Source: an optimization exercise on an open RTL-to-GDS flow (aim: small area, a short achievable clock period and few clock cycles). Production flows keep margins and buffers that such runs may drop.
Where RTL was checked, it was by simulation tests only, not by an equivalence proof against the original.
Only the layout flow was run in runs 1 and 2; the RTL was not checked for function there.
Power and IR drop assume default switching activity.

==> flow/design.v <==
`timescale 1ns/1ps
module rf_read32 (
input  [31:0] sel,
input  [31:0] d,
output        y
);
wire [10:0] n;
genvar g;
generate
	for (g = 0; g < 10; g = g + 1) begin : grp
		rf_aoi3 u (.s(sel[3*g+2:3*g]), .d(d[3*g+2:3*g]), .y(n[g]));
	end
endgenerate
rf_aoi3 u10 (.s({1'b0, sel[31:30]}), .d({1'b0, d[31:30]}), .y(n[10]));
assign y = ~&n;
endmodule
module rf_aoi3 (
input  [2:0] s,
input  [2:0] d,
output       y
);
assign y = ~|(s & d);
endmodule
`timescale 1ns/1ps
module regfile(
input clk,
input [4:0] readReg1, readReg2, writeReg,
input [31:0] writeData,
input  write,
output [31:0] readData1, readData2
);
reg [31:0] Registers [0:31];
always @(posedge clk)
	if (write) Registers[writeReg] <= writeData;
reg [31:0] sel1, sel2;
reg [31:0] col [0:31];		 
integer r, b;
always @(*) begin
	for (r = 0; r < 32; r = r + 1) begin
		sel1[r] = (readReg1 == r);
		sel2[r] = (readReg2 == r);
	end
	for (b = 0; b < 32; b = b + 1)
		for (r = 0; r < 32; r = r + 1)
			col[b][r] = Registers[r][b];
end
genvar gb;
generate
	for (gb = 0; gb < 32; gb = gb + 1) begin : bit_
		rf_read32 p1 (.sel(sel1), .d(col[gb]), .y(readData1[gb]));
		rf_read32 p2 (.sel(sel2), .d(col[gb]), .y(readData2[gb]));
	end
endgenerate
endmodule
`timescale 1ns/1ps
module datapath
#(	parameter [31:0] INITIAL_PC = 32'h00400000
)
(
input clk, rst,
input [31:0] instr, dReadData,
output reg [31:0] PC,
output reg MemRead, MemWrite,
output reg [31:0] dAddress, dWriteData
);
reg        iv;           
reg [12:0] fa;           
reg [31:0] ir;
reg        dv;           
reg [31:0] ea, eb;
reg [13:0] eimm;
reg        brp;          
reg [4:0]  erd;
reg        ewe, eld, est, ebr, euimm;
reg        esub, esel_add, esel_slt, esel_xor, esel_or, esel_and, esel_sh, esh_left, esh_arith;
reg [31:0] m1res;       
reg [4:0]  m1rd, m2rd;
reg        m1we, m1ld, m2we, m2ld;
reg [31:0] m2res;
wire [6:0] op  = ir[6:0];
wire [2:0] f3  = ir[14:12];
wire [4:0] rs1 = ir[19:15];
wire [4:0] rs2 = ir[24:20];
wire [4:0] rd  = ir[11:7];
wire isR  = (op == 7'b0110011);
wire isI  = (op == 7'b0010011);
wire isLW = (op == 7'b0000011);
wire isSW = (op == 7'b0100011);
wire isBR = (op == 7'b1100011);
wire isA  = isR | isI;
wire d_we  = isA | isLW;
wire d_rs2 = isR | isSW | isBR;
wire [12:0] immb = {ir[31], ir[7], ir[30:25], ir[11:8], 1'b0};
wire [13:0] d_imm = isBR ? ({immb[12], immb} - 14'd12)
                  : isSW ? {{2{ir[31]}}, ir[31:25], ir[11:7]}
                  :        {{2{ir[31]}}, ir[31:20]};
wire [31:0] wdata = m2ld ? dReadData : m2res;
wire [31:0] rd1, rd2;
regfile regfile1 (.clk(clk), .readReg1(rs1), .readReg2(rs2), .writeReg(m2rd),
		  .writeData(wdata), .write(m2we), .readData1(rd1), .readData2(rd2));
wire [31:0] d_a = (m1we && m1rd == rs1) ? m1res : (m2we && m2rd == rs1) ? wdata : rd1;
wire [31:0] d_b = (m1we && m1rd == rs2) ? m1res : (m2we && m2rd == rs2) ? wdata : rd2;
wire hz = dv & ((eld  & (erd  == rs1 || (d_rs2 && erd  == rs2)))
              | (m1ld & (m1rd == rs1 || (d_rs2 && m1rd == rs2))));
wire [31:0] a   = ea;
wire [31:0] b   = eb;
wire [31:0] op2 = euimm ? {{18{eimm[13]}}, eimm} : b;
wire [31:0] result;
wire [31:0] bx  = esub ? ~op2 : op2;
wire [31:0] sum = p0 ^ cy;
wire        lt  = (a[31] ^ op2[31]) ? a[31] : sum[31];
wire [31:0] x   = a ^ op2;
wire [31:0] g0 = a & bx;
wire [31:0] p0 = a ^ bx;
reg  [31:0] g, p, cy;
integer i, d;
always @(*) begin
	g = g0;
	p = p0;
	for (d = 1; d < 32; d = d * 2)
		for (i = 2*d-1; i < 32; i = i + 2*d) begin
			g[i] = g[i] | (p[i] & g[i-d]);
			p[i] = p[i] & p[i-d];
		end
	for (d = 8; d >= 1; d = d / 2)
		for (i = 3*d-1; i < 32; i = i + 2*d) begin
			g[i] = g[i] | (p[i] & g[i-d]);
			p[i] = p[i] & p[i-d];
		end
	cy[0] = esub;
	for (i = 1; i < 32; i = i + 1) cy[i] = g[i-1] | (p[i-1] & esub);
end
reg  [31:0] ain, sr, shout;
always @(*) begin
	for (i = 0; i < 32; i = i + 1) ain[i] = esh_left ? a[31-i] : a[i];
	sr = $unsigned($signed({esh_arith & a[31], ain}) >>> op2[4:0]);
	for (i = 0; i < 32; i = i + 1) shout[i] = esh_left ? sr[31-i] : sr[i];
end
assign result = ({32{esel_add}} & sum)
              | ({32{esel_slt}} & {31'b0, lt})
              | ({32{esel_xor}} & x)
              | ({32{esel_or}}  & (a | op2))
              | ({32{esel_and}} & (a & op2))
              | ({32{esel_sh}}  & shout);
wire jmp      = dv & isBR & (rs1 == rs2);
wire [13:0] jmp_off = {immb[12], immb} - 14'd8;
wire        ijmp;
wire [31:0] pc_next;
wire taken    = ebr & (a == b);
wire redirect = taken | brp | hz | jmp | ijmp;
wire d_go     = dv & ~(taken | brp | hz | jmp);
wire [13:0] pc_off = brp ? eimm : hz ? -14'd8 : jmp ? jmp_off : 14'd4;
wire [31:0] pc_nx  = PC + {{18{pc_off[13]}}, pc_off};
fetch_jmp fj (.instr(instr), .fa(fa), .pc_hi(PC[31:13]), .pc_mid(PC[12:2]),
	.live(iv & ~brp & ~hz & ~jmp), .pc_nx(pc_nx), .ijmp(ijmp), .pc_next(pc_next));
wire fwa = ewe && erd == rs1;
wire fwb = ewe && erd == rs2;
always @(posedge clk) begin
	if (rst) PC <= INITIAL_PC;
	else if (!taken) PC <= pc_next;
	fa <= PC[12:0];
	brp <= ~rst & taken;
	iv <= ~rst & ~redirect;
	dv <= ~rst & iv & ~redirect;
	ir <= instr;
	ewe  <= ~rst & d_go & d_we;
	eld  <= ~rst & d_go & isLW;
	est  <= ~rst & d_go & isSW;
	ebr  <= ~rst & d_go & isBR;
	euimm <= isI | isLW | isSW;
	esub     <= isR & ((f3 == 3'b000 & ir[30]) | f3 == 3'b010) | isI & f3 == 3'b010;
	esel_add <= isA & f3 == 3'b000 | isLW | isSW;
	esel_slt <= isA & f3 == 3'b010;
	esel_xor <= isA & f3 == 3'b100;
	esel_or  <= isA & f3 == 3'b110;
	esel_and <= isA & f3 == 3'b111;
	esel_sh  <= isA & f3[1:0] == 2'b01;
	esh_left <= ~f3[2];
	esh_arith <= ir[30];
	if (!taken) eimm <= d_imm;
	erd  <= rd;
	ea   <= fwa ? result : d_a;
	eb   <= fwb ? result : d_b;
	dAddress   <= result;
	m1res      <= result;
	dWriteData <= b;
	MemRead    <= ~rst & eld;
	MemWrite   <= ~rst & est;
	m1we <= ~rst & ewe;
	m1ld <= ~rst & eld;
	m1rd <= erd;
	m2we  <= ~rst & m1we;
	m2ld  <= m1ld;
	m2rd  <= m1rd;
	m2res <= m1res;
end
endmodule
module fetch_jmp (
input  [31:0] instr,
input  [12:0] fa,	 
input  [31:13] pc_hi,
input  [12:2] pc_mid,
input         live,	 
input  [31:0] pc_nx,
output        ijmp,
output [31:0] pc_next
);
wire [12:0] iimm = {instr[31], instr[7], instr[30:25], instr[11:8], 1'b0};
wire [12:0] ilo  = fa + iimm;
assign ijmp = live & (instr[6:0] == 7'b1100011) & (instr[19:15] == instr[24:20])
            & (fa[12] == instr[31]) & (|pc_mid);
assign pc_next = ijmp ? {pc_hi, ilo} : pc_nx;
endmodule
`timescale 1ns/1ps
module multicycle
#(	parameter [31:0] INITIAL_PC = 32'h00400000
)
(
input clk, rst,
input [31:0] instr, dReadData,
output MemRead, MemWrite,
output [31:0] PC, dAddress, dWriteData
);
datapath #(INITIAL_PC) datapath1 (.clk(clk), .rst(rst), .instr(instr), .dReadData(dReadData),
	.PC(PC), .MemRead(MemRead), .MemWrite(MemWrite), .dAddress(dAddress), .dWriteData(dWriteData));
endmodule
==> flow/flow/run.sh <==
#!/bin/bash
set -euo pipefail
work=$(pwd)
export POST_GLOBAL_PLACE_TCL=$work/flow/io_buffers.tcl
export SETUP_SLACK_MARGIN=14.6
bash standard.sh synth > "$work/flow_synth.log" 2>&1
bash standard.sh finish > "$work/flow_layout.log" 2>&1
==> flow/flow/io_buffers.tcl <==
# Sourced after global placement (POST_GLOBAL_PLACE_TCL). Swap each port
# buffer for a plain buffer: buf_4 on inputs, buf_2 on outputs.
set nswap 0
foreach inst [[ord::get_db_block] getInsts] {
  if { [[$inst getMaster] getName] ne "sky130_fd_sc_hd__clkdlybuf4s50_1" } { continue }
  set to ""
  foreach it [$inst getITerms] {
    set net [$it getNet]
    if { $net eq "NULL" || [llength [$net getBTerms]] == 0 } { continue }
    if { [$it isInputSignal] } { set to sky130_fd_sc_hd__buf_4 } else { set to sky130_fd_sc_hd__buf_2 }
  }
  if { $to ne "" } {
    replace_cell [$inst getName] $to
    incr nswap
  }
}
puts "io_buffers: swapped $nswap port buffers"
==> flow/standard.sh <==
#!/bin/bash
# synth_recipe.tcl (not shown) runs the flow's synth.tcl, then flattens the netlist and writes it again
# the make line also repeats each setting of config.mk as NAME=value (left out here)
make -C /OpenROAD-flow-scripts/flow DESIGN_CONFIG=/design/flow/config.mk WORK_HOME=/design/flow/orfs CLKGATE_MAP_FILE= SYNTH_SCRIPT=/design/flow/synth_recipe.tcl "${@:-finish}"
==> flow/config.mk <==
export PLATFORM = sky130hd
export DESIGN_NAME = multicycle
export DESIGN_NICKNAME = multicycle
export VERILOG_FILES = /design/flow/design.v
export SDC_FILE = /design/flow/constraint.sdc
export NUM_CORES = 4
export LEC_CHECK = 0
export CAP_MARGIN = 20
export CORE_MARGIN = 2
export CORE_UTILIZATION = 40
export PLACE_DENSITY = 0.6
export SLEW_MARGIN = 20
export SYNTH_HIERARCHICAL = 1
==> flow/constraint.sdc <==
create_clock -name core_clock -period 20.0 [get_ports {clk}]
set_input_delay 4.0000 -clock core_clock [delete_from_list [all_inputs] [get_ports {clk}]]
set_output_delay 4.0000 -clock core_clock [all_outputs]
set_load 0.01 [all_outputs]
==> results.sh, run 1 <==
export IMPL_status="finished clean"
export IMPL_finClkSkew_ns=0.0263
export IMPL_finalSetupTns_ns=0
export IMPL_avgViaCountPerCell=6.86
export IMPL_drt_pass1_iter_count=13
export IMPL_clk_pin_slew_ns=0.06
export IMPL_min_period_ns=5.36
export IMPL_crit_family="flip-flops"
export IMPL_io_pins=164
export IMPL_powerDensity_nw_per_um2=91.8
export IMPL_drt_wirelength_per_cell_um=33.4
export IMPL_min_from="datapath1.m1ld"
export IMPL_crit_arrival_ns=1.36
export IMPL_die_w_um=391
export IMPL_start_kind="register"
export IMPL_cts_root_buf="clkbuf_16"
export IMPL_start_util_pct=40.4
export IMPL_period_share_pct=26.8
export IMPL_reg2reg_setup_slack_ns=14.83
export IMPL_yosysWarnings=10
export IMPL_dp_cells=6539
export IMPL_core_rowCount=141
export IMPL_end_kind="primary output"
export IMPL_worst_pin_slew_ns=1.17
export IMPL_rr_endpoint="datapath1.PC[30]"
export IMPL_ys_flop_type="edfxtp_1"
export IMPL_cp_required_ns=16.00
export IMPL_mostFrequentLayoutCells="edfxtp_1, a222oi_1, dfxtp_1, buf_4, nand2_1"
export IMPL_syn_inst=4394
export IMPL_antenna_found_initial=9
export IMPL_cp_slowest_cell="dfxtp_2"
export IMPL_layout_nets=4959
export IMPL_max_clock_path_buffers=3
export IMPL_clock_latency_ns=0.79
export IMPL_synth_cell_area_um2=59800
export IMPL_cp_buffers_inverters=1
export IMPL_dpl_cell_area_um2=64500
export IMPL_core_um2=148000
export IMPL_min_path_type="register to register"
export IMPL_drc=0
export IMPL_rsz0062_at_grt="true"
export IMPL_ys_seq_elements=1312
export IMPL_yosysSeqAreaShare_pct=61.3
export IMPL_grt_pass1_wl_um=319000
export IMPL_crit_cells=1
export IMPL_drive_gt1_share_pct=16.0
export IMPL_critPathMaxStageDelay_ns=0.41
export IMPL_fill_cells=13000
export IMPL_relSlewSlack_pct=21.3
export IMPL_worst_r2r_path_depth=20
export IMPL_fmax_ghz=0.186
export IMPL_final_cells=6791
export IMPL_ant_nets=0
export IMPL_fp_dieArea_um2=152000
export IMPL_stdcell_area_um2=69100
export IMPL_track_usage_pct=28.8
export IMPL_async_flop_share_pct=0
export IMPL_drv_cap=0
export IMPL_hpwl_um=140000
export IMPL_hold_depth=0
export IMPL_fp_dieH_um=391
export IMPL_grt_pass1_vias=45000
export IMPL_synth_edf_count=1038
export IMPL_cts_tree="built"
export IMPL_clkSinkCount=1312
export IMPL_final_common_cell="edfxtp_1"
export IMPL_io_buffer_count=163
export IMPL_crit_path_cell_trace="buf_2"
export IMPL_hold_viol=0
export IMPL_wirelength_um=227000
export IMPL_avgSynthCellArea_um2=13.6
export IMPL_grt_overflow=0
export IMPL_critPathKind="register to primary output"
export IMPL_vias=46600
export IMPL_drt_first_iter_violations=8588
export IMPL_critPathMaxFanout=4
export IMPL_grt_start_max_net_pins=65
export IMPL_cts_buffers=140
export IMPL_worstReg2RegStart="datapath1.ir[3]"
export IMPL_fin_total_pwr_mw=6.34
export IMPL_ys_types=87
export IMPL_p_leak_nw=24.5
export IMPL_hold_buffers=0
export IMPL_syn2layout_area_growth_pct=15.7
export IMPL_hold_end="datapath1.m2ld"
export IMPL_slew_violations=0
export IMPL_setup_violations_final=0
export IMPL_ir_worst_vdd_uv=73.6
export IMPL_htreeDepth=4
==> cell families after synthesis <==
group / synth area share, %
AOI/OAI and AO/OA: 18.2
and+or+nand+nor: 7.77
buffers and inverters: 1.71
other: 0.402
DFF: 61.3
xor gates and xnor gates: 2.58
adders and majority gates: 3.00
muxes: 5.00
==> Yosys stat by module, one instance, submodules excluded, excerpt <==
module | times used | area (um^2)
rf_aoi3 | 704 | 10.0
regfile | 1 | 31400
fetch_jmp | 1 | 1050
rf_read32 | 64 | 27.5
==> power by group <==
group / switching (mW) / total (mW) / internal [mW]
Clock: 1.12 / 2.55 / 1.42
Sequential: 0.0862 / 3.05 / 2.96
Combinational: 0.474 / 0.751 / 0.277
==> sequential cells by signal, summed over array words and instances, names as in the netlist, 5 cells and up <==
register                      cells
datapath1.m1rd                    5
datapath1.fa                     13
datapath1.m2rd                    5
datapath1.regfile1.Registers   1024
datapath1.eimm                   14
datapath1.ir                     32
datapath1.dAddress               32
datapath1.erd                     5
datapath1.ea                     32
datapath1.eb                     32
datapath1.dWriteData             32
datapath1.PC                     32
datapath1.m2res                  32
==> worst max path at each step <==
stage | from | end
2_1_floorplan | instr[8] | datapath1.PC[11]
3_3_place_gp | instr[4] | datapath1.PC[22]
3_5_place_dp | instr[4] | datapath1.PC[10]
4_1_cts | datapath1.ir[19] | datapath1.PC[31]
5_1_grt | datapath1.ir[11] | datapath1.PC[31]
6_report | datapath1.dAddress[17] | dAddress[17]
==> routing by layer <==
metal  vias to the layer above  GRT usage (%)  part of all wire, %
met2                      3457           45.3                   45
li1                      19500              -                    -
met1                     23000           36.5                   37
met3                       645           8.03                   13
met4                         4           13.9                  4.9
met5                         -          0.447                0.038
==> per-stage QoR <==
stage	utilization (%)	hold slack [ns]	worst slack (ns)
2_1_floorplan	-	0.329	14.47
3_3_place_gp	44.0	0.385	13.58
3_5_place_dp	43.6	0.389	13.89
4_1_cts	46.7	0.393	14.54
5_1_grt	46.7	0.403	14.59
6_report	46.7	0.392	14.64
==> synth_stat cells, drive strengths merged (77+ instances only) <==
master / count / area [um^2]
nand4: 140 / 882
a222oi: 704 / 7050
ha: 140 / 1750
nand3: 98 / 490
inv: 113 / 427
xor2: 81 / 709
xnor2: 95 / 832
nand2: 169 / 634
a21oi: 145 / 729
a211oi: 77 / 583
edfxtp: 1038 / 31200
o21ai: 94 / 478
nor2: 265 / 995
clkbuf: 108 / 405
dfxtp: 274 / 5490
mux2i: 149 / 1510
or3: 78 / 488
==> what timing repair did <==
action | 4_1_cts | 5_1_grt
endpoints found under the setup margin | 46 | 9
gates resized for setup | 77 | 16
pin swaps | 0 | 1
setup buffers | 0 | 0
==> area by class of cell <==
class                           count  area, um^2  share of cell area [%]
Inverter                          115         434                   0.628
Clock inverter                     70         743                    1.08
Timing Repair Buffer              292        1960                    2.84
Clock buffer                      176        3710                    5.37
Antenna cell                        6        15.0                  0.0217
Tap cell                         1930        2410                    3.49
Multi-Input combinational cell   2890       23100                    33.4
Sequential cell                  1312       36800                    53.2
==> run 2: changes to the inputs <==
--- a/flow/design.v
+++ b/flow/design.v
@@ -146,5 +146,5 @@
 wire [13:0] jmp_off = {immb[12], immb} - 14'd8;
 wire        ijmp;
-wire [31:0] pc_next;
+wire [12:0] pc_next;
 wire taken    = ebr & (a == b);
 wire redirect = taken | brp | hz | jmp | ijmp;
@@ -152,11 +152,14 @@
 wire [13:0] pc_off = brp ? eimm : hz ? -14'd8 : jmp ? jmp_off : 14'd4;
 wire [31:0] pc_nx  = PC + {{18{pc_off[13]}}, pc_off};
-fetch_jmp fj (.instr(instr), .fa(fa), .pc_hi(PC[31:13]), .pc_mid(PC[12:2]),
-	.live(iv & ~brp & ~hz & ~jmp), .pc_nx(pc_nx), .ijmp(ijmp), .pc_next(pc_next));
+fetch_jmp fj (.instr(instr), .fa(fa), .pc_mid(PC[12:2]),
+	.live(iv & ~brp & ~hz & ~jmp), .pc_nx(pc_nx[12:0]), .ijmp(ijmp), .pc_next(pc_next));
 wire fwa = ewe && erd == rs1;
 wire fwb = ewe && erd == rs2;
 always @(posedge clk) begin
 	if (rst) PC <= INITIAL_PC;
-	else if (!taken) PC <= pc_next;
+	else if (!taken) begin
+		PC[12:0] <= pc_next;
+		if (!ijmp) PC[31:13] <= pc_nx[31:13];	 
+	end
 	fa <= PC[12:0];
 	brp <= ~rst & taken;
@@ -199,10 +202,9 @@
 input  [31:0] instr,
 input  [12:0] fa,	 
-input  [31:13] pc_hi,
 input  [12:2] pc_mid,
 input         live,	 
-input  [31:0] pc_nx,
+input  [12:0] pc_nx,
 output        ijmp,
-output [31:0] pc_next
+output [12:0] pc_next
 );
 wire [12:0] iimm = {instr[31], instr[7], instr[30:25], instr[11:8], 1'b0};
@@ -210,5 +212,5 @@
 assign ijmp = live & (instr[6:0] == 7'b1100011) & (instr[19:15] == instr[24:20])
             & (fa[12] == instr[31]) & (|pc_mid);
-assign pc_next = ijmp ? {pc_hi, ilo} : pc_nx;
+assign pc_next = ijmp ? ilo : pc_nx;
 endmodule
 `timescale 1ns/1ps
--- a/flow/config.mk
+++ b/flow/config.mk
@@ -9,4 +9,6 @@
 export CORE_MARGIN = 2
 export CORE_UTILIZATION = 40
+export CTS_CLUSTER_DIAMETER = 100
+export CTS_CLUSTER_SIZE = 30
 export PLACE_DENSITY = 0.6
 export SLEW_MARGIN = 20
==> run 2 against run 1 <==
  * Total power down 19%
  * Global-route usage is 0.41 points lower
  * Critical path depth stayed put
  * Count of clock-buffer cells in the layout fell by 112
  * Critical endpoint is now dAddress[12]
  * Largest cell class unchanged
==> results.sh, run 2 <==
export IMPL_status="finished clean"
export IMPL_ys_types=86
export IMPL_clkSinkCount=1312
export IMPL_drt_first_iter_violations=8890
export IMPL_powerDensity_nw_per_um2=78.6
export IMPL_whs_ns=0.390
export IMPL_ant_nets=0
export IMPL_cts_tree="built"
export IMPL_hold_viol=0
export IMPL_avgViaCountPerCell=6.91
export IMPL_synth_edf_count=1038
export IMPL_yosysWarnings=10
export IMPL_layout_nets=4866
export IMPL_dp_cells=6533
export IMPL_clock_latency_ns=0.79
export IMPL_finClkSkew_ns=0.0951
export IMPL_crit_family="flip-flops"
export IMPL_mostFrequentLayoutCells="edfxtp_1, a222oi_1, dfxtp_1, a21oi_1, buf_4"
export IMPL_cts_root_buf="clkbuf_16"
export IMPL_fp_dieH_um=389
export IMPL_finalSetupTns_ns=0
export IMPL_min_from="datapath1.PC[8]"
export IMPL_slew_violations=0
export IMPL_ys_flop_type="edfxtp_1"
export IMPL_crit_arrival_ns=1.35
export IMPL_rr_endpoint="datapath1.eb[0]"
export IMPL_drt_pass1_iter_count=14
export IMPL_fmax_ghz=0.187
export IMPL_synth_cell_area_um2=59300
export IMPL_async_flop_share_pct=0
export IMPL_critPathMaxFanout=4
export IMPL_htreeDepth=2
export IMPL_start_util_pct=40.2
export IMPL_fin_total_pwr_mw=5.16
export IMPL_die_w_um=389
export IMPL_worst_r2r_path_depth=15
export IMPL_rsz0062_at_grt="true"
export IMPL_final_common_cell="edfxtp_1"
export IMPL_hold_buffers=0
export IMPL_critPathMaxStageDelay_ns=0.44
export IMPL_drv_cap=0
export IMPL_worstReg2RegStart="datapath1.euimm"
export IMPL_cts_buffers=52
export IMPL_largest_register_ffs=1024
export IMPL_clk_pin_slew_ns=0.12
export IMPL_grt_pass1_wl_um=313000
export IMPL_synth_most_common_cell="edfxtp_1"
export IMPL_p_leak_nw=22.7
export IMPL_core_um2=147000
export IMPL_core_rowCount=141
export IMPL_antenna_found_initial=10
export IMPL_dpl_cell_area_um2=64000
export IMPL_io_buffer_count=163
export IMPL_hold_end="datapath1.fa[8]"
export IMPL_final_cells=6614
export IMPL_drt_wirelength_per_cell_um=33.8
export IMPL_worst_pin_slew_ns=1.13
export IMPL_grt_start_max_net_pins=65
export IMPL_period_share_pct=26.8
export IMPL_yosysTopAreaCell="edfxtp_1"
export IMPL_reg2reg_setup_slack_ns=14.89
export IMPL_worst_slack_ns=14.65
export IMPL_io_pins=164
export IMPL_yosysSeqAreaShare_pct=61.8
export IMPL_track_usage_pct=28.4
export IMPL_synth_area_leaders="edfxtp_1, a222oi_1, dfxtp_1"
export IMPL_relSlewSlack_pct=24.6
export IMPL_min_period_ns=5.35
export IMPL_grt_pass1_vias=43400
export IMPL_drive_gt1_share_pct=13.2
export IMPL_ir_worst_vdd_uv=76.7
export IMPL_drc=0
export IMPL_start_kind="register"
export IMPL_wirelength_um=224000
export IMPL_hpwl_um=136000
export IMPL_avgSynthCellArea_um2=13.5
export IMPL_vias=45700
export IMPL_ys_seq_elements=1312
export IMPL_setup_violations_final=0
export IMPL_netlist_top_cells_count="edfxtp_1, a222oi_1, dfxtp_1, nor2_1, a21oi_1"
export IMPL_fp_dieArea_um2=151000
export IMPL_synth_top_area_share_pct=52.6
export IMPL_cp_buffers_inverters=1
export IMPL_cp_slowest_cell="dfxtp_2"
export IMPL_cp_required_ns=16.00
export IMPL_largest_register="datapath1.regfile1.Registers"
export IMPL_min_path_type="register to register"
export IMPL_hold_depth=0
export IMPL_max_clock_path_buffers=3
export IMPL_syn2layout_area_growth_pct=10.8
export IMPL_post_place_ws_ns=13.50
export IMPL_finish_utilization_pct=44.5
export IMPL_grt_overflow=0
export IMPL_crit_path_cell_trace="buf_2"
export IMPL_critPathKind="register to primary output"
export IMPL_stdcell_area_um2=65700
export IMPL_end_kind="primary output"
export IMPL_syn_inst=4384
==> run 2: cell types whose count changed after synthesis, moves of 11 or more <==
cell,before,now
inv_1,111,125
a31oi_1,17,5
o21ai_0,88,113
mux2i_1,147,128
o211ai_1,55,43
a21oi_1,144,193
xnor2_1,95,106
mux2_4,22,0
==> run 2: worst max-delay path by stage <==
stage | from | end | cells past startpoint
after detailed placement | instr[24] | datapath1.PC[26] | 11
after global placement | instr[31] | datapath1.PC[26] | 10
after CTS | datapath1.PC[6] | PC[6] | 1
after floorplan | instr[4] | datapath1.PC[10] | 8
after global routing | datapath1.ir[16] | datapath1.PC[31] | 19
final | datapath1.dAddress[12] | dAddress[12] | 1
==> run 2: metal layers <==
metal | track usage, % | up-vias | part of all wire [%]
li1 | - | 19100 | -
met3 | 7.27 | 588 | 12
met4 | 11.8 | 10 | 4.7
met1 | 37.3 | 22700 | 38
met2 | 44.6 | 3327 | 45
met5 | 0.319 | - | 0.053
==> run 2: Yosys stat by module (local to each module, per instance), excerpt <==
module / area (um^2) / flip-flops and latches / copies in the design
regfile: 31400 / 1024 / 1
rf_aoi3: 10.0 / 0 / 704
fetch_jmp: 783 / 0 / 1
rf_read32: 27.5 / 0 / 64
==> run 2: cell type report <==
class	instances	area, um^2
clock inverters	12	244
multi-input cells	2872	22500
repair buffers	291	1950
well taps	1930	2410
diodes	4	10.0
clock buffers	64	1350
flip-flops and latches	1312	36700
inverters	129	484
fillers	13200	81800
==> run 2: power breakdown <==
group	leakage [nW]	switching [mW]	internal (mW)
logic	9.54	0.459	0.272
registers	12.4	0.0859	2.96
clock network	0.762	0.871	0.519
==> run 2: cell families after synthesis <==
logic type | after synthesis | share of synthesized area, %
AO/OA/AOI/OAI | 1314 | 18.5
flip-flops | 1312 | 61.8
AND/OR/NAND/NOR | 918 | 7.72
buffers and inverters | 264 | 1.78
multiplexers | 190 | 4.11
XOR/XNOR | 180 | 2.66
adder cells (fa/ha/maj) | 142 | 3.02
other | 64 | 0.405
==> run 2: repair_timing <==
action,in CTS,in global routing
pin swaps,0,1
endpoints found under the setup margin,57,20
resized for setup,36,25
setup buffers,0,1
==> run 3: changes to the inputs <==
--- a/flow/design.v
+++ b/flow/design.v
@@ -12,5 +12,5 @@
 	end
 endgenerate
-rf_aoi3 u10 (.s({1'b0, sel[31:30]}), .d({1'b0, d[31:30]}), .y(n[10]));
+rf_aoi2 u10 (.s(sel[31:30]), .d(d[31:30]), .y(n[10]));
 assign y = ~&n;
 endmodule
@@ -18,4 +18,11 @@
 input  [2:0] s,
 input  [2:0] d,
+output       y
+);
+assign y = ~|(s & d);
+endmodule
+module rf_aoi2 (
+input  [1:0] s,
+input  [1:0] d,
 output       y
 );
@@ -153,5 +160,5 @@
 wire [31:0] pc_nx  = PC + {{18{pc_off[13]}}, pc_off};
 fetch_jmp fj (.instr(instr), .fa(fa), .pc_mid(PC[12:2]),
-	.live(iv & ~brp & ~hz & ~jmp), .pc_nx(pc_nx[12:0]), .ijmp(ijmp), .pc_next(pc_next));
+	.live(iv & ~brp & ~hz & ~(dv & isBR)), .pc_nx(pc_nx[12:0]), .ijmp(ijmp), .pc_next(pc_next));
 wire fwa = ewe && erd == rs1;
 wire fwb = ewe && erd == rs2;
==> run 3 against run 2 <==
  * Largest power group unchanged
  * Clock skew down 0.036 ns
  * Worst setup slack worse by 0.010 ns
  * Sequential share of layout area down 0.14 points
  * Cell area up 0.24%
  * Via count down 0.10%
  * Fmax down 0.19%
  * Area after synthesis up 0.78%
  * Flip-flop and latch count unchanged
  * Critical path type is now primary input to register
  * Die area up 0.77%
==> results.sh, run 3 <==
export IMPL_worst_pin_slew_ns=1.09
export IMPL_largest_register_ffs=1024
export IMPL_cts_root_buf="clkbuf_16"
export IMPL_ys_types=94
export IMPL_ys_seq_elements=1312
export IMPL_drt_first_iter_violations=9085
export IMPL_layout_nets=4776
export IMPL_synth_area_leaders="edfxtp_1, a222oi_1, dfxtp_1"
export IMPL_wirelength_um=225000
export IMPL_p_sw_mw=1.46
export IMPL_core_um2=148000
export IMPL_start_util_pct=40.4
export IMPL_ir_worst_vdd_uv=79.3
export IMPL_p_seq_share_pct=58.8
export IMPL_avgSynthCellArea_um2=13.7
export IMPL_whs_ns=0.391
export IMPL_dp_cells=6441
export IMPL_avgViaCountPerCell=6.99
export IMPL_async_flop_share_pct=0
export IMPL_drt_pass1_iter_count=11
export IMPL_rsz0062_at_grt="true"
export IMPL_finalSetupTns_ns=0
export IMPL_mostFrequentLayoutCells="edfxtp_1, a222oi_1, dfxtp_1, nand2_1, buf_4"
export IMPL_core_rowCount=141
export IMPL_drive_gt1_share_pct=14.7
export IMPL_cp_required_ns=20.62
export IMPL_cts_buffers=52
export IMPL_grt_start_max_net_pins=65
export IMPL_critPathKind="primary input to register"
export IMPL_yosysTopAreaCell="edfxtp_1"
export IMPL_start_kind="primary input"
export IMPL_vias=45600
export IMPL_status="finished clean"
export IMPL_netlist_top_cells_count="edfxtp_1, a222oi_1, dfxtp_1, nor2_1, nand2_1"
export IMPL_fin_total_pwr_mw=5.21
export IMPL_largest_register="datapath1.regfile1.Registers"
export IMPL_fill_cells=13200
export IMPL_finClkSkew_ns=0.0592
export IMPL_ant_nets=0
export IMPL_clkPwrFrac_pct=25.9
export IMPL_ys_flop_type="edfxtp_1"
export IMPL_cp_buffers_inverters=1
export IMPL_synth_edf_count=1038
export IMPL_powerDensity_nw_per_um2=79.1
export IMPL_track_usage_pct=28.5
export IMPL_final_common_cell="edfxtp_1"
export IMPL_synth_most_common_cell="edfxtp_1"
export IMPL_fmax_ghz=0.186
export IMPL_grt_overflow=0
export IMPL_grt_pass1_wl_um=316000
export IMPL_critPathMaxStageDelay_ns=0.40
export IMPL_internal_power_mw=3.76
export IMPL_slew_violations=0
export IMPL_syn_inst=4372
export IMPL_syn2layout_area_growth_pct=10.2
export IMPL_fp_dieArea_um2=153000
export IMPL_fp_dieH_um=391
export IMPL_min_path_type="register to register"
export IMPL_end_kind="register"
export IMPL_crit_arrival_ns=5.98
export IMPL_startpoint="instr[24]"
export IMPL_cp_common_cell="mux2_4"
export IMPL_min_from="datapath1.MemRead"
export IMPL_cp_slowest_cell="nor4_4"
export IMPL_clock_latency_ns=0.73
export IMPL_clk_pin_slew_ns=0.11
export IMPL_crit_family="simple AND/OR/NAND/NOR gates"
export IMPL_setup_violations_final=0
export IMPL_period_share_pct=26.8
export IMPL_die_w_um=391
export IMPL_combPwrFrac_pct=15.3
export IMPL_netSwitchingFraction_pct=27.9
export IMPL_multi_input_area_um2=22700
export IMPL_final_cells=6525
export IMPL_max_clock_path_buffers=3
export IMPL_yosysSeqAreaShare_pct=61.3
export IMPL_htreeDepth=2
export IMPL_cts_tree="built"
export IMPL_io_buffer_count=163
export IMPL_synth_top_area_share_pct=52.2
export IMPL_antenna_found_initial=12
export IMPL_clkSinkCount=1312
export IMPL_hold_buffers=0
export IMPL_register_area_um2=36700
export IMPL_crit_path_cell_trace="buf_4, xor2_1, nor2_1, nand3_1, nor4_4, nand2b_4, or4_1, mux2_4, nand3_2, mux2_4"
export IMPL_worstReg2RegStart="datapath1.ir[5]"
export IMPL_io_pins=164
export IMPL_hpwl_um=141000
export IMPL_p_leak_nw=23.2
export IMPL_relSlewSlack_pct=27.4
export IMPL_synth_cell_area_um2=59800
export IMPL_min_period_ns=5.36
export IMPL_grt_pass1_vias=43500
export IMPL_hold_viol=0
export IMPL_yosysWarnings=10
export IMPL_drc=0
export IMPL_drv_cap=0
export IMPL_critPathMaxFanout=16
export IMPL_drt_wirelength_per_cell_um=34.5
-- run 3: changes by cell type after synthesis, sizes merged, moves of 16 or more --
cell	change
a21oi	-17
o21ai	-31
xnor2	-29
a31oi	+16
nand2	+24
a211oi	+17
a22oi	+66
xor2	+18
nor2	-37
mux2i	+19
a222oi	-64
conb	-64
-- run 3: cell families (layout without fill, tap and decap cells) --
family | Yosys count | count (layout) | share of synthesized area (%)
other cells | 0 | 5 | 0
mux | 213 | 213 | 4.48
compound gates | 1313 | 1313 | 18.8
flops | 1312 | 1312 | 61.3
buf+inv | 286 | 503 | 1.99
fa+ha+maj | 142 | 142 | 3.00
xor+xnor | 169 | 169 | 2.48
simple gates | 937 | 938 | 7.93
-- run 3: area by class of cell --
class,instances,share of cell area (%)
Antenna cell,5,0.0190
Clock buffer,64,2.04
Clock inverter,12,0.268
Inverter,134,0.775
Multi-Input combinational cell,2775,34.5
Sequential cell,1312,55.7
Tap cell,1930,3.67
Timing Repair Buffer,293,3.00
-- run 3: power groups by stage --
stage / clock network (mW) / logic [mW] / registers (mW)
finish: 1.35 / 0.798 / 3.06
global route: 1.45 / 0.850 / 3.06
CTS: 1.37 / 0.779 / 3.06
detailed placement: 0 / 0.776 / 3.12
global placement: 0 / 0.785 / 3.12
floorplan: 0 / 0.523 / 3.06
-- run 3: metal layers --
metal  track usage [%]  share of wire, %
met5                 0             0.011
met3              6.60                12
met1              37.2                38
met4              11.5               4.6
met2              45.6                46
-- run 3: worst reg2reg max path, stage by stage (launching register included) --
cell,delay [ns]
dfxtp_1,0.59
nor2b_1,0.26
nand3_1,0.28
or4_1,0.70
o21bai_1,0.25
o31ai_2,0.14
inv_2,0.33
ha_1,0.29
nand2_1,0.11
or3_1,0.35
o21ai_1,0.39
a21oi_1,0.20
o31ai_1,0.48
mux2_4,0.35
nand3_2,0.07
mux2_4,0.30
-- run 3: final timing paths --
check	to	slack (ns)	depth (start not counted)
setup / recovery	datapath1.PC[31]	14.64	10
hold / removal	datapath1.m2ld	0.39	0
setup reg to reg	datapath1.PC[31]	14.80	15
hold reg to reg	datapath1.m2ld	0.39	0
-- run 3: metrics by stage --
step / instance area [um^2] / utilization (%) / worst slack [ns]
2_1_floorplan: 59800 / - / 14.41
3_3_place_gp: 64800 / 43.8 / 13.39
3_5_place_dp: 64200 / 43.4 / 13.70
4_1_cts: 65800 / 44.4 / 14.51
5_1_grt: 65800 / 44.5 / 14.42
6_report: 65900 / 44.5 / 14.64
-- run 3: repair_timing --
item | in CTS | in global routing
gates cloned | 1 | 0
pin swaps | 0 | 1
resized for setup | 35 | 12
endpoints found under the setup margin | 36 | 40
buffers inserted | 0 | 1
hold endpoints to repair | 0 | 0
-- run 3: per-module statistics from Yosys (local to each module, per instance), excerpt --
module / copies in the design / cells inside / area (um^2) / flops+latches
rf_aoi3: 640 / 1 / 10.0 / 0
rf_aoi2: 64 / 1 / 12.5 / 0
fetch_jmp: 1 / 113 / 783 / 0
regfile: 1 / 1165 / 31400 / 1024
rf_read32: 64 / 4 / 23.8 / 0
Testbench counts of run 3, summed over its fixed seeds: cycles 14,546.
==> run 4: changes to the inputs <==
==> flow/flow/run.sh (replaced) <==
#!/bin/bash
set -euo pipefail
work=$(pwd)
export POST_GLOBAL_PLACE_TCL=$work/flow/io_buffers.tcl
export SETUP_SLACK_MARGIN=14.75
bash standard.sh synth > "$work/flow_synth.log" 2>&1
bash standard.sh finish > "$work/flow_layout.log" 2>&1
==> run 4 against run 3 <==
  * Clock power about the same
  * Synthesized cell count unchanged
  * Still clean
  * Largest power group unchanged
  * Critical endpoint unchanged
  * Wire length increased by 1.0%
  * Combinational power increased by 1%
==> results.sh, run 4 <==
export IMPL_status="finished clean"
export IMPL_core_rowCount=141
export IMPL_worstReg2RegStart="datapath1.ir[18]"
export IMPL_route_met2_wl_um=105000
export IMPL_yosysTopAreaCell="edfxtp_1"
export IMPL_cp_slowest_cell="nor4_4"
export IMPL_drt_first_iter_violations=8506
export IMPL_powerDensity_nw_per_um2=78.5
export IMPL_wl_met3_um=27800
export IMPL_crit_path_end="datapath1.PC[31]"
export IMPL_start_kind="primary input"
export IMPL_slew_violations=0
export IMPL_drv_cap=0
export IMPL_start_util_pct=40.4
export IMPL_ant_nets=0
export IMPL_synth_top_family_by_area="compound AO/OA/AOI/OAI gates"
export IMPL_p_leak_nw=23.6
export IMPL_synth_top_area_share_pct=52.2
export IMPL_startpoint="instr[31]"
export IMPL_synth_edf_count=1038
export IMPL_critPathMaxStageDelay_ns=0.45
export IMPL_avgViaCountPerCell=6.98
export IMPL_syn2layout_area_growth_pct=11.6
export IMPL_fp_dieH_um=391
export IMPL_synth_fa_ha_area_share_pct=3.00
export IMPL_grt_overflow=0
export IMPL_setup_violations_final=0
export IMPL_async_flop_share_pct=0
export IMPL_period_share_pct=26.9
export IMPL_crit_arrival_ns=5.99
export IMPL_ys_types=94
export IMPL_htreeDepth=2
export IMPL_drt_wirelength_per_cell_um=34.6
export IMPL_clk_pin_slew_ns=0.12
export IMPL_end_kind="register"
export IMPL_largest_register="datapath1.regfile1.Registers"
export IMPL_avgSynthCellArea_um2=13.7
export IMPL_largest_register_ffs=1024
export IMPL_antenna_found_initial=9
export IMPL_yosysSeqAreaShare_pct=61.3
export IMPL_synthXorXnorAreaFrac_pct=2.48
export IMPL_layout_nets=4834
export IMPL_fmax_ghz=0.186
export IMPL_finClkSkew_ns=0.0451
export IMPL_critPathMaxFanout=16
export IMPL_finalSetupTns_ns=0
export IMPL_synth_cell_area_um2=59800
export IMPL_io_buffer_count=163
export IMPL_cp_required_ns=20.61
export IMPL_synthSimpleGateAreaFrac_pct=7.93
export IMPL_whs_ns=0.409
export IMPL_worst_pin_slew_ns=1.18
export IMPL_hpwl_um=140000
export IMPL_hold_buffers=0
export IMPL_mostFrequentLayoutCells="edfxtp_1, a222oi_1, buf_4, dfxtp_1, nand2_1"
export IMPL_cts_tree="built"
export IMPL_worst_r2r_path_depth=15
export IMPL_synth_area_leaders="edfxtp_1, a222oi_1, dfxtp_1"
export IMPL_grt_pass1_wl_um=318000
export IMPL_netlist_top_cells_count="edfxtp_1, a222oi_1, dfxtp_1, nor2_1, nand2_1"
export IMPL_core_um2=148000
export IMPL_min_path_type="register to register"
export IMPL_cts_root_buf="clkbuf_16"
export IMPL_cts_buffers=52
export IMPL_fp_dieArea_um2=153000
export IMPL_hold_viol=0
export IMPL_track_usage_pct=28.7
export IMPL_relSlewSlack_pct=21.2
export IMPL_wirelength_um=228000
export IMPL_synthMuxAreaShare_pct=4.48
export IMPL_synth_most_common_cell="edfxtp_1"
export IMPL_syn_inst=4372
export IMPL_ys_flop_type="edfxtp_1"
export IMPL_ir_worst_vdd_uv=72.1
export IMPL_grt_pass1_vias=43800
export IMPL_finish_utilization_pct=45.0
export IMPL_clkSinkCount=1312
export IMPL_top_layer="met5"
export IMPL_die_w_um=391
export IMPL_rr_endpoint="datapath1.PC[31]"
export IMPL_clock_latency_ns=0.75
export IMPL_ys_seq_elements=1312
export IMPL_vias=46000
export IMPL_critPathKind="primary input to register"
export IMPL_min_period_ns=5.38
export IMPL_crit_path_cell_trace="buf_4, xnor2_1, nand2_1, nor4_4, nand2b_4, or4_1, mux2_4, nand3_2, mux2_4"
export IMPL_io_pins=164
export IMPL_drive_gt1_share_pct=16.6
export IMPL_cp_common_cell="mux2_4"
export IMPL_reg2reg_setup_slack_ns=14.98
export IMPL_final_common_cell="edfxtp_1"
export IMPL_met1Wirelength_um=84000
export IMPL_grt_start_max_net_pins=65
export IMPL_rsz0062_at_grt="true"
export IMPL_synth_compound_area_share_pct=18.8
export IMPL_yosysWarnings=10
export IMPL_drc=0
export IMPL_max_clock_path_buffers=3
export IMPL_drt_pass1_iter_count=14
run 4: cell count changes in the layout (fill, tap and decap cells not counted), sizes merged:
cell      before  now
diode          5    6
buf          293  350
bufinv         0    2
clkbuf        64   62
clkinv         6    8
inv          140  137
clkinvlp       0    3
run 4: kinds of logic after synthesis:
kind of cell / Yosys count
flip-flops: 1312
XOR/XNOR: 169
AND/OR/NAND/NOR: 937
adder cells (fa/ha/maj): 142
AO/OA/AOI/OAI: 1313
multiplexers: 213
buffers and inverters: 286
run 4: per-layer routing:
layer	up-vias	GRT usage, %
li1	19200	-
met1	23000	36.7
met2	3194	46.1
met3	575	7.38
met4	4	12.1
met5	-	0
run 4: critical path: cells and delay by family:
family,cells,cell delay [ns]
XOR/XNOR,1,0.27
buffers and inverters,1,0.12
multiplexers,2,0.44
AND/OR/NAND/NOR,5,1.15
run 4: worst min-delay path by stage:
stage / from / end / cells past startpoint
4_1_cts: datapath1.eb[10] / datapath1.dWriteData[10] / 0
3_5_place_dp: datapath1.MemRead / datapath1.m2ld / 0
3_3_place_gp: datapath1.MemRead / datapath1.m2ld / 0
6_report: datapath1.eb[25] / datapath1.dWriteData[25] / 0
5_1_grt: datapath1.eb[25] / datapath1.dWriteData[25] / 0
2_1_floorplan: datapath1.ir[8] / datapath1.erd[1] / 0
run 4: layout make-up:
type / count / area [um^2]
fill: 13200 / 81300
sequential: 1312 / 36800
multi-input combinational: 2775 / 22700
timing repair buffer: 351 / 2630
tap: 1930 / 2410
clock buffer: 61 / 1340
inverter: 134 / 518
clock inverter: 16 / 228
antenna: 6 / 15.0
run 4: where the power goes:
group | internal, mW | switching (mW) | total, mW
sequential | 2.96 | 0.0916 | 3.05
clock | 0.511 | 0.865 | 1.38
combinational | 0.299 | 0.510 | 0.809
run 4: repair_timing:
action / 4_1_cts / 5_1_grt
cloned: 1 / 0
pin swaps: 0 / 1
endpoints found under the setup margin: 82 / 89
hold endpoints to repair: 0 / 0
resized for setup: 151 / 17
setup buffers: 48 / 10
run 4: stage by stage:
step | area (um^2) | setup WS (ns) | std cells | total power, mW
final | 66700 | 14.62 | 6585 | 5.23
after global routing | 66700 | 14.57 | 6579 | 5.38
after CTS | 66500 | 14.56 | 6567 | 5.22
after detailed placement | 64200 | 13.71 | 6441 | 3.89
after global placement | 64800 | 13.41 | 6441 | 3.90
after floorplan | 59800 | 14.41 | 4372 | 3.59
run 4: Yosys stat by module, one instance, submodules excluded, a selection:
module	cell area, um^2	times used	flip-flops and latches	cells
rf_aoi2	12.5	64	0	1
rf_read32	23.8	64	0	4
rf_aoi3	10.0	640	0	1
fetch_jmp	783	1	0	113
regfile	31400	1	1024	1165
==> run 5: changes to the inputs <==
--- a/flow/design.v
+++ b/flow/design.v
@@ -165,8 +165,5 @@
 always @(posedge clk) begin
 	if (rst) PC <= INITIAL_PC;
-	else if (!taken) begin
-		PC[12:0] <= pc_next;
-		if (!ijmp) PC[31:13] <= pc_nx[31:13];	 
-	end
+	else if (!taken) PC <= {pc_nx[31:13], pc_next};	 
 	fa <= PC[12:0];
 	brp <= ~rst & taken;
@@ -218,5 +215,5 @@
 wire [12:0] ilo  = fa + iimm;
 assign ijmp = live & (instr[6:0] == 7'b1100011) & (instr[19:15] == instr[24:20])
-            & (fa[12] == instr[31]) & (|pc_mid);
+            & (fa[12] == instr[31]) & (|pc_mid) & ~(&pc_mid);
 assign pc_next = ijmp ? ilo : pc_nx;
 endmodule
==> flow/flow/run.sh (replaced) <==
#!/bin/bash
set -euo pipefail
work=$(pwd)
export POST_GLOBAL_PLACE_TCL=$work/flow/io_buffers.tcl
export SETUP_SLACK_MARGIN=14.6
bash standard.sh synth > "$work/flow_synth.log" 2>&1
bash standard.sh finish > "$work/flow_layout.log" 2>&1
==> run 5 against run 4 <==
  * Via count decreased by 0.38%
  * Count of clock-buffer cells in the layout increased by 4
  * Flip-flop and latch count unchanged
  * Area after synthesis decreased by 0.16%
  * Highest routed layer unchanged
  * Clock power about the same
  * Total power increased by 0.84%
  * Final cell count decreased by 1.4%
  * Cell area decreased by 0.96%
  * Wire length increased by 1.9%
  * Clock skew increased by 0.0070 ns
  * Synthesized cell count decreased by 1.2%
  * Die area decreased by 0.16%
==> results.sh, run 5 <==
export IMPL_critPathKind="register to primary output"
export IMPL_drt_first_iter_violations=8646
export IMPL_final_cells=6490
export IMPL_setup_violations_final=0
export IMPL_slew_violations=0
export IMPL_track_usage_pct=29.3
export IMPL_cp_required_ns=16.00
export IMPL_avgViaCountPerCell=7.06
export IMPL_ant_nets=0
export IMPL_powerDensity_nw_per_um2=79.9
export IMPL_dp_cells=6408
export IMPL_end_kind="primary output"
export IMPL_cts_resized=34
export IMPL_htreeDepth=2
export IMPL_fin_total_pwr_mw=5.28
export IMPL_io_pins=164
export IMPL_core_rowCount=141
export IMPL_cts_root_buf="clkbuf_16"
export IMPL_critPathMaxStageDelay_ns=0.47
export IMPL_drt_pass1_iter_count=14
export IMPL_largest_register="datapath1.regfile1.Registers"
export IMPL_io_buffer_count=163
export IMPL_crit_family="flip-flops"
export IMPL_synth_cell_area_um2=59700
export IMPL_mostFrequentLayoutCells="edfxtp_1, a222oi_1, dfxtp_1, buf_4, a21oi_1"
export IMPL_drv_cap=0
export IMPL_crit_path_cell_trace="buf_2"
export IMPL_hold_buffers=0
export IMPL_syn2layout_area_growth_pct=10.7
export IMPL_fp_dieArea_um2=152000
export IMPL_cp_slowest_cell="dfxtp_1"
export IMPL_drt_wirelength_per_cell_um=35.7
export IMPL_hpwl_um=141000
export IMPL_min_path_type="register to register"
export IMPL_clk_pin_slew_ns=0.12
export IMPL_avgSynthCellArea_um2=13.8
export IMPL_rsz0062_at_grt="true"
export IMPL_synth_most_common_cell="edfxtp_1"
export IMPL_layout_nets=4741
export IMPL_start_kind="register"
export IMPL_cts_buffers=53
export IMPL_clock_latency_ns=0.75
export IMPL_grt_pass1_vias=44000
export IMPL_yosysWarnings=10
export IMPL_hold_viol=0
export IMPL_crit_arrival_ns=1.37
export IMPL_grt_overflow=0
export IMPL_fp_dieH_um=390
export IMPL_syn_inst=4319
export IMPL_clkSinkCount=1312
export IMPL_die_w_um=390
export IMPL_p_leak_nw=23.5
export IMPL_netlist_top_cells_count="edfxtp_1, a222oi_1, dfxtp_1, nor2_1, a21oi_1"
export IMPL_yosysSeqAreaShare_pct=61.4
export IMPL_wirelength_um=232000
export IMPL_cts_tree="built"
export IMPL_synth_top_area_share_pct=52.2
export IMPL_ir_worst_vdd_uv=88.8
export IMPL_min_period_ns=5.37
export IMPL_final_common_cell="edfxtp_1"
export IMPL_start_util_pct=40.4
export IMPL_finalSetupTns_ns=0
export IMPL_ys_seq_elements=1312
export IMPL_critPathMaxFanout=6
export IMPL_largest_register_ffs=1024
export IMPL_synth_area_leaders="edfxtp_1, a222oi_1, dfxtp_1"
export IMPL_vias=45800
export IMPL_finClkSkew_ns=0.0521
export IMPL_grt_start_max_net_pins=65
export IMPL_max_clock_path_buffers=3
export IMPL_cp_buffers_inverters=1
export IMPL_worst_pin_slew_ns=1.12
export IMPL_post_place_ws_ns=14.07
export IMPL_post_cts_setup_buffer_count=0
export IMPL_fmax_ghz=0.186
export IMPL_core_um2=148000
export IMPL_antenna_found_initial=9
export IMPL_drive_gt1_share_pct=16.1
export IMPL_drc=0
export IMPL_ys_flop_type="edfxtp_1"
export IMPL_async_flop_share_pct=0
export IMPL_grt_pass1_wl_um=322000
export IMPL_period_share_pct=26.8
export IMPL_status="finished clean"
export IMPL_synth_edf_count=1038
export IMPL_ys_types=97
export IMPL_relSlewSlack_pct=25.6
export IMPL_worst_slack_ns=14.63
export IMPL_yosysTopAreaCell="edfxtp_1"
-- run 5: per-layer routing --
| metal | global-route usage (%) | share of wire, % | vias up |
|---|---|---|---|
| met5 | 0 | 0.0052 | - |
| met1 | 37.5 | 36 | 22600 |
| met3 | 7.38 | 13 | 739 |
| met2 | 45.8 | 44 | 3549 |
| met4 | 15.6 | 6.3 | 2 |
| li1 | - | - | 18900 |
-- run 5: area by class of cell --
cell class / instances / area, um^2
timing repair buffer: 298 / 1990
multi-input combinational: 2717 / 22800
inverter: 151 / 572
antenna: 4 / 10.0
clock inverter: 13 / 203
sequential: 1312 / 36700
fill: 13300 / 81800
tap: 1930 / 2410
clock buffer: 65 / 1370
-- run 5: kinds of logic (layout without fill, tap and decap cells) --
logic type	Yosys count	after routing	synth area share, %
buffers and inverters	290	527	1.91
other	0	4	0
multiplexers	237	237	5.09
flip-flops	1312	1312	61.4
AO/OA/AOI/OAI	1287	1287	18.5
adder cells (fa/ha/maj)	142	142	3.00
AND/OR/NAND/NOR	869	869	7.39
XOR/XNOR	182	182	2.67
-- run 5: worst register-to-register path, cell delays in order, from the launching register on --
cell and delay [ns]:
dfxtp_1 0.65, xnor2_1 0.19, nand3_1 0.09, nor3_1 0.72, a21oi_1 0.09, o22ai_1 0.15
buf_4 0.25, a211oi_1 0.07, a21oi_1 0.17, ha_1 0.31, a21o_1 0.21, a21oi_1 0.17
a21boi_1 0.18, a221o_1 0.46, a32oi_1 0.34, o31ai_1 0.19, a31o_2 0.30, a21oi_1 0.16
mux2_2 0.34
-- run 5: power by group --
group | leakage (nW) | internal (mW) | switching, mW | total, mW
clock network | 0.764 | 0.513 | 0.874 | 1.39
registers | 12.9 | 2.96 | 0.0910 | 3.05
logic | 9.81 | 0.308 | 0.531 | 0.839
total | 23.5 | 3.78 | 1.50 | 5.28
-- run 5: modules after synthesis, one instance, submodules excluded, a selection --
module | copies in the design | cell area [um^2] | cells inside | flip-flops and latches
rf_aoi2 | 64 | 12.5 | 1 | 0
rf_read32 | 64 | 23.8 | 4 | 0
rf_aoi3 | 640 | 10.0 | 1 | 0
regfile | 1 | 31400 | 1165 | 1024
fetch_jmp | 1 | 826 | 102 | 0
-- run 5: worst paths after layout --
kind / startpoint / slack, ns / cells after the start / end
setup / recovery: datapath1.PC[5] / 14.63 / 1 / PC[5]
hold / removal: datapath1.m1ld / 0.36 / 0 / datapath1.m2ld
setup reg to reg: datapath1.ir[15] / 14.85 / 18 / datapath1.PC[28]
hold reg to reg: datapath1.m1ld / 0.36 / 0 / datapath1.m2ld
-- run 5: metrics by stage --
step	cell area [um^2]	hold WS, ns	utilization, %
4_1_cts	66000	0.359	44.6
6_report	66000	0.356	44.7
2_1_floorplan	59800	0.329	-
3_3_place_gp	65000	0.356	44.0
5_1_grt	66000	0.355	44.7
3_5_place_dp	64400	0.358	43.5
Testbench counts of run 5, summed over its fixed seeds: cycles 14,546.
==> run 6: changes to the inputs <==
--- a/flow/config.mk
+++ b/flow/config.mk
@@ -8,8 +8,8 @@
 export CAP_MARGIN = 20
 export CORE_MARGIN = 2
-export CORE_UTILIZATION = 40
+export CORE_UTILIZATION = 45
 export CTS_CLUSTER_DIAMETER = 100
 export CTS_CLUSTER_SIZE = 30
-export PLACE_DENSITY = 0.6
+export PLACE_DENSITY = 0.65
 export SLEW_MARGIN = 20
 export SYNTH_HIERARCHICAL = 1
==> run 6 against run 5 <==
  * Clock skew down 0.016 ns
  * Highest routed layer unchanged
  * Synthesized cell count unchanged
  * Clock power about the same
  * Register-to-register slack worse by 0.11 ns
  * Utilization up 5.4 points
  * Final cell count down 2.5%
  * Critical endpoint is now datapath1.regfile1.Registers[7][10]
==> results.sh, run 6 <==
export IMPL_max_clock_path_buffers=3
export IMPL_start_util_pct=45.4
export IMPL_dp_cells=6237
export IMPL_end_kind="register"
export IMPL_relSlewSlack_pct=23.9
export IMPL_final_cells=6326
export IMPL_slew_violations=0
export IMPL_crit_arrival_ns=5.75
export IMPL_drt_first_iter_violations=10200
export IMPL_avgSynthCellArea_um2=13.8
export IMPL_ys_seq_elements=1312
export IMPL_async_flop_share_pct=0
export IMPL_drt_wirelength_per_cell_um=36.9
export IMPL_core_um2=131000
export IMPL_syn_inst=4319
export IMPL_yosysSeqAreaShare_pct=61.4
export IMPL_finClkSkew_ns=0.0359
export IMPL_grt_overflow=0
export IMPL_cts_buffers=52
export IMPL_hpwl_um=148000
export IMPL_hold_viol=0
export IMPL_synth_top_area_share_pct=52.2
export IMPL_fp_dieArea_um2=136000
export IMPL_period_share_pct=27.5
export IMPL_largest_register="datapath1.regfile1.Registers"
export IMPL_ys_flop_type="edfxtp_1"
export IMPL_grt_pass1_wl_um=326000
export IMPL_start_kind="primary input"
export IMPL_track_usage_pct=33.3
export IMPL_vias=46500
export IMPL_syn2layout_area_growth_pct=10.3
export IMPL_p_leak_nw=23.5
export IMPL_netlist_top_cells_count="edfxtp_1, a222oi_1, dfxtp_1, nor2_1, a21oi_1"
export IMPL_synth_most_common_cell="edfxtp_1"
export IMPL_rsz0062_at_grt="true"
export IMPL_layout_nets=4748
export IMPL_grt_pass1_vias=44100
export IMPL_synth_cell_area_um2=59700
export IMPL_mostFrequentLayoutCells="edfxtp_1, a222oi_1, dfxtp_1, buf_4, a21oi_1"
export IMPL_critPathKind="primary input to register"
export IMPL_io_buffer_count=163
export IMPL_yosysTopAreaCell="edfxtp_1"
export IMPL_status="finished clean"
export IMPL_worst_pin_slew_ns=1.14
export IMPL_cp_slowest_cell="clkinvlp_4"
export IMPL_hold_buffers=0
export IMPL_drc=0
export IMPL_critPathMaxFanout=32
export IMPL_clock_latency_ns=0.73
export IMPL_cp_required_ns=20.24
export IMPL_cts_tree="built"
export IMPL_critPathMaxStageDelay_ns=0.89
export IMPL_ys_types=97
export IMPL_crit_path_cell_trace="buf_4, mux2i_1, clkinvlp_4"
export IMPL_die_w_um=368
export IMPL_synth_area_leaders="edfxtp_1, a222oi_1, dfxtp_1"
export IMPL_htreeDepth=2
export IMPL_drv_cap=0
export IMPL_worst_slack_ns=14.50
export IMPL_setup_violations_final=0
export IMPL_core_rowCount=133
export IMPL_finalSetupTns_ns=0
export IMPL_cts_root_buf="clkbuf_16"
export IMPL_yosysWarnings=10
export IMPL_synth_edf_count=1038
export IMPL_powerDensity_nw_per_um2=80.1
export IMPL_min_period_ns=5.50
export IMPL_post_place_ws_ns=13.94
export IMPL_grt_start_max_net_pins=65
export IMPL_final_common_cell="edfxtp_1"
export IMPL_clk_pin_slew_ns=0.12
export IMPL_antenna_found_initial=20
export IMPL_fp_dieH_um=368
export IMPL_fmax_ghz=0.182
export IMPL_io_pins=164
export IMPL_drive_gt1_share_pct=16.2
export IMPL_wirelength_um=234000
export IMPL_ant_nets=0
export IMPL_min_path_type="register to register"
export IMPL_largest_register_ffs=1024
export IMPL_avgViaCountPerCell=7.36
export IMPL_ir_worst_vdd_uv=69.4
export IMPL_clkSinkCount=1312
export IMPL_drt_pass1_iter_count=13
## run 6: cell types whose count changed in the layout (fill, tap and decap cells not counted), moves of 3 or more
cell | previous run | this run
dfxtp_1 | 232 | 240
diode_2 | 4 | 8
inv_16 | 5 | 1
dfxtp_2 | 42 | 33
inv_1 | 144 | 139
nor2_2 | 7 | 36
inv_2 | 2 | 5
inv_6 | 1 | 4
buf_8 | 0 | 3
nor2_4 | 92 | 63
inv_12 | 3 | 0
## run 6: per-module statistics from Yosys (local to each module, per instance), excerpt
module     flip-flops and latches  cell area [um^2]  cells inside  times used
rf_read32                       0              23.8             4          64
rf_aoi2                         0              12.5             1          64
fetch_jmp                       0               826           102           1
rf_aoi3                         0              10.0             1         640
regfile                      1024             31400          1165           1
## run 6: per-stage QoR
step,hold slack [ns],power [mW],util (%),instance area (um^2)
after floorplan,0.329,3.59,-,59800
after global placement,0.382,3.92,49.2,64700
after detailed placement,0.385,3.91,48.7,64000
after CTS,0.373,5.24,49.9,65700
after global routing,0.374,5.41,50.1,65800
final,0.363,5.27,50.1,65800
## run 6: final cells by class
type,instances,area (um^2)
clock buffers,64,1360
diodes,8,20.0
repair buffers,306,2110
fillers,11200,65600
inverters,151,579
well taps,1755,2200
multi-input cells,2717,22700
flip-flops and latches,1312,36700
clock inverters,13,211
## run 6: repair_timing
item | in CTS | in global routing
setup buffers | 0 | 0
resized for setup | 33 | 13
pin swaps | 0 | 0
setup endpoints to repair | 39 | 48
## run 6: worst max-delay path: cells and delay by family
family	cells	cell delay [ns]
buffers and inverters	2	1.00
multiplexers	1	0.72
## run 6: path summary, 6_finish.rpt
path / from / endpoint / slack (ns) / cells after the start
setup / recovery: dReadData[10] / datapath1.regfile1.Registers[7][10] / 14.50 / 3
hold / removal: datapath1.eb[22] / datapath1.dWriteData[22] / 0.36 / 0
setup reg to reg: datapath1.euimm / datapath1.ea[0] / 14.74 / 14
hold reg to reg: datapath1.eb[22] / datapath1.dWriteData[22] / 0.36 / 0
## run 6: routing by layer
metal | global-route usage [%] | up-vias | wire, um
li1 | - | 18900 | -
met1 | 42.0 | 23000 | 81700
met2 | 50.7 | 3839 | 102000
met3 | 10.2 | 784 | 33000
met4 | 19.3 | 18 | 16500
met5 | 0.142 | - | 126
## run 6: cells by family (layout without fill, tap and decap cells)
logic type,count (synthesis),count (layout),synth area share (%)
flops,1312,1312,61.4
compound gates,1287,1287,18.5
simple gates,869,869,7.39
buf+inv,290,534,1.91
mux,237,237,5.09
xor+xnor,182,182,2.67
fa+ha+maj,142,142,3.00
other cells,0,8,0
## run 6: report_power, final
group	switching [mW]	internal, mW
logic	0.523	0.306
registers	0.0989	2.96
clock network	0.862	0.520
total	1.48	3.79
==> run 7: changes to the inputs <==
--- a/flow/config.mk
+++ b/flow/config.mk
@@ -8,8 +8,8 @@
 export CAP_MARGIN = 20
 export CORE_MARGIN = 2
-export CORE_UTILIZATION = 45
-export CTS_CLUSTER_DIAMETER = 100
+export CORE_UTILIZATION = 40
+export CTS_CLUSTER_DIAMETER = 60
 export CTS_CLUSTER_SIZE = 30
-export PLACE_DENSITY = 0.65
+export PLACE_DENSITY = 0.6
 export SLEW_MARGIN = 20
 export SYNTH_HIERARCHICAL = 1
==> run 7 against run 6 <==
  * Critical path depth is 2 lower
  * Die area is 12% higher
  * Worst hold slack better by 0.00086 ns
  * Total power is 18% higher
  * Combinational power is 1% higher
  * First-iteration DRC count is 15% lower
  * Synthesized cell count stayed put
  * Final cell count is 4.5% higher
  * Clock power is 67% higher
  * Count of clock-buffer cells in the layout is 51 higher
  * Via count is 0.41% lower
  * Highest routed layer unchanged
==> results.sh, run 7 <==
export IMPL_reg2reg_setup_slack_ns=14.87
export IMPL_max_clock_path_buffers=3
export IMPL_yosysWarnings=10
export IMPL_syn_inst=4319
export IMPL_start_util_pct=40.4
export IMPL_synth_area_leaders="edfxtp_1, a222oi_1, dfxtp_1"
export IMPL_wirelength_um=234000
export IMPL_layout_nets=4794
export IMPL_rsz0062_at_grt="true"
export IMPL_antenna_found_initial=10
export IMPL_clkPwrFrac_pct=37.2
export IMPL_cp_required_ns=16.00
export IMPL_critPathMaxStageDelay_ns=0.43
export IMPL_drc=0
export IMPL_io_buffer_count=163
export IMPL_largest_register_ffs=1024
export IMPL_relSlewSlack_pct=27.5
export IMPL_hold_viol=0
export IMPL_final_common_cell="edfxtp_1"
export IMPL_combPwrFrac_pct=13.5
export IMPL_ys_flop_type="edfxtp_1"
export IMPL_crit_family="flip-flops"
export IMPL_critPathKind="register to primary output"
export IMPL_startpoint="datapath1.dAddress[10]"
export IMPL_io_pins=164
export IMPL_status="finished clean"
export IMPL_ir_worst_vdd_uv=65.5
export IMPL_synth_cell_area_um2=59700
export IMPL_cts_tree="built"
export IMPL_fp_dieArea_um2=152000
export IMPL_crit_cells=1
export IMPL_worst_slack_ns=14.64
export IMPL_async_flop_share_pct=0
export IMPL_min_path_type="register to register"
export IMPL_cp_slowest_cell="dfxtp_1"
export IMPL_crit_path_cell_trace="buf_4"
export IMPL_clk_pin_slew_ns=0.09
export IMPL_synth_most_common_cell="edfxtp_1"
export IMPL_drt_wirelength_per_cell_um=35.5
export IMPL_ys_types=97
export IMPL_p_leak_nw=24.6
export IMPL_grt_pass1_wl_um=325000
export IMPL_grt_pass1_vias=44700
export IMPL_drv_cap=0
export IMPL_core_rowCount=141
export IMPL_period_share_pct=26.8
export IMPL_synth_top_area_share_pct=52.2
export IMPL_finClkSkew_ns=0.0440
export IMPL_stdcell_area_um2=68300
export IMPL_worstReg2RegStart="datapath1.ir[22]"
export IMPL_post_place_ws_ns=14.07
export IMPL_avgViaCountPerCell=7.01
export IMPL_ant_nets=0
export IMPL_worst_pin_slew_ns=1.06
export IMPL_mostFrequentLayoutCells="edfxtp_1, a222oi_1, dfxtp_1, buf_4, a21oi_1"
export IMPL_end_kind="primary output"
export IMPL_start_kind="register"
export IMPL_grt_start_max_net_pins=65
export IMPL_p_sw_mw=1.78
export IMPL_synth_edf_count=1038
export IMPL_ys_seq_elements=1312
export IMPL_die_w_um=390
export IMPL_yosysTopAreaCell="edfxtp_1"
export IMPL_post_cts_setup_buffer_count=0
export IMPL_largest_register="datapath1.regfile1.Registers"
export IMPL_fp_dieH_um=390
export IMPL_worst_r2r_path_depth=16
export IMPL_vias=46400
export IMPL_finalSetupTns_ns=0
export IMPL_drt_first_iter_violations=8689
-- run 7: per-module statistics from Yosys, one instance, submodules excluded, a selection --
| module | cell area, um^2 | flip-flops and latches | cells inside | copies in the design |
|---|---|---|---|---|
| rf_aoi3 | 10.0 | 0 | 1 | 640 |
| rf_aoi2 | 12.5 | 0 | 1 | 64 |
| rf_read32 | 23.8 | 0 | 4 | 64 |
| regfile | 31400 | 1024 | 1165 | 1 |
| fetch_jmp | 826 | 0 | 102 | 1 |
-- run 7: cell type report --
cell class | count | area [um^2]
clock buffer | 115 | 2730
fill | 13100 | 79500
clock inverter | 86 | 1120
multi-input combinational | 2717 | 22800
antenna | 3 | 7.51
tap | 1930 | 2410
timing repair buffer | 298 | 2000
inverter | 151 | 572
sequential | 1312 | 36700
-- run 7: worst reg2reg max path, cell delays in order, from the launching register on --
cell and delay [ns]:
dfxtp_1 0.74, xor2_1 0.14, nor3_1 0.67, a21oi_1 0.16, o22ai_1 0.15, buf_4 0.25, o31ai_2 0.13, fa_1 0.49
a21o_1 0.22, nand4_1 0.12, a21boi_1 0.16, a221o_1 0.46, a32oi_1 0.35, o31ai_1 0.20, a31o_2 0.30, a21oi_1 0.16
mux2_2 0.35
-- run 7: through the flow --
step | power (mW) | util (%) | hold slack (ns) | std cells
floorplan | 3.59 | - | 0.329 | 4319
global placement | 3.93 | 44.0 | 0.356 | 6408
detailed placement | 3.92 | 43.5 | 0.358 | 6408
CTS | 6.19 | 46.2 | 0.352 | 6609
global route | 6.37 | 46.2 | 0.357 | 6610
finish | 6.20 | 46.2 | 0.364 | 6612
-- run 7: kinds of logic after synthesis --
| family | Yosys count | share of synthesized area, % |
|---|---|---|
| compound gates | 1287 | 18.5 |
| fa+ha+maj | 142 | 3.00 |
| buf+inv | 290 | 1.91 |
| xor+xnor | 182 | 2.67 |
| mux | 237 | 5.09 |
| simple gates | 869 | 7.39 |
| flops | 1312 | 61.4 |
-- run 7: per-layer routing --
metal | GRT usage (%) | wire (um) | up-vias
li1 | - | - | 19100
met1 | 37.7 | 84900 | 22800
met2 | 46.3 | 105000 | 3624
met3 | 7.42 | 30100 | 768
met4 | 17.0 | 14600 | 6
met5 | 0 | 41 | -
-- run 7: power groups by stage --
| stage | Clock [mW] | Sequential (mW) | Combinational, mW |
|---|---|---|---|
| 2_1_floorplan | 0 | 3.07 | 0.528 |
| 3_3_place_gp | 0 | 3.11 | 0.821 |
| 3_5_place_dp | 0 | 3.11 | 0.809 |
| 4_1_cts | 2.33 | 3.05 | 0.814 |
| 5_1_grt | 2.43 | 3.05 | 0.886 |
| 6_report | 2.31 | 3.05 | 0.839 |
-- run 7: timing repair --
item | in CTS | in global routing
cloned | 0 | 0
pin swaps | 0 | 0
hold buffers | 0 | 0
endpoints found under the setup margin | 43 | 19
resized for setup | 40 | 12
-- run 7: how the worst min path moves through the flow --
stage | to | slack (ns) | depth (start not counted)
3_5_place_dp | datapath1.m2ld | 0.36 | 0
5_1_grt | datapath1.dWriteData[9] | 0.36 | 0
6_report | datapath1.m2ld | 0.36 | 0
2_1_floorplan | datapath1.erd[4] | 0.33 | 0
3_3_place_gp | datapath1.m2ld | 0.36 | 0
4_1_cts | datapath1.dWriteData[9] | 0.35 | 0

[static timing again, ports no longer ideal]
Ports are ideal in the flow. The routed layouts listed here were re-timed in OpenROAD.
Step 1, drivers: a clkbuf_16 drives clk and a buf_2 each remaining input, both assumed.
Step 2, shift: input delay + t, output delay - t, t = (earliest + latest rising clock arrival at the registers) / 2. This alone moves slack from input paths to output paths.
a / b / c = ideal ports / drivers / drivers and shift; a / b = the first two.
run | shift t [ns] | setup slack, ns
run 1 | 0.860 | 14.637 / 14.557 / 13.903
run 2 | 0.813 | 14.647 / 14.566 / 14.034
run 3 | 0.785 | 14.637 / 14.575 / 13.904
run 4 | 0.805 | 14.617 / 14.634 / 13.870
run 5 | 0.801 | 14.631 / 14.552 / 14.026
run 6 | 0.795 | 14.496 / 14.520 / 13.755
run 7 | 0.834 | 14.640 / 14.548 / 14.039
After both steps setup and hold are still met in every run listed.
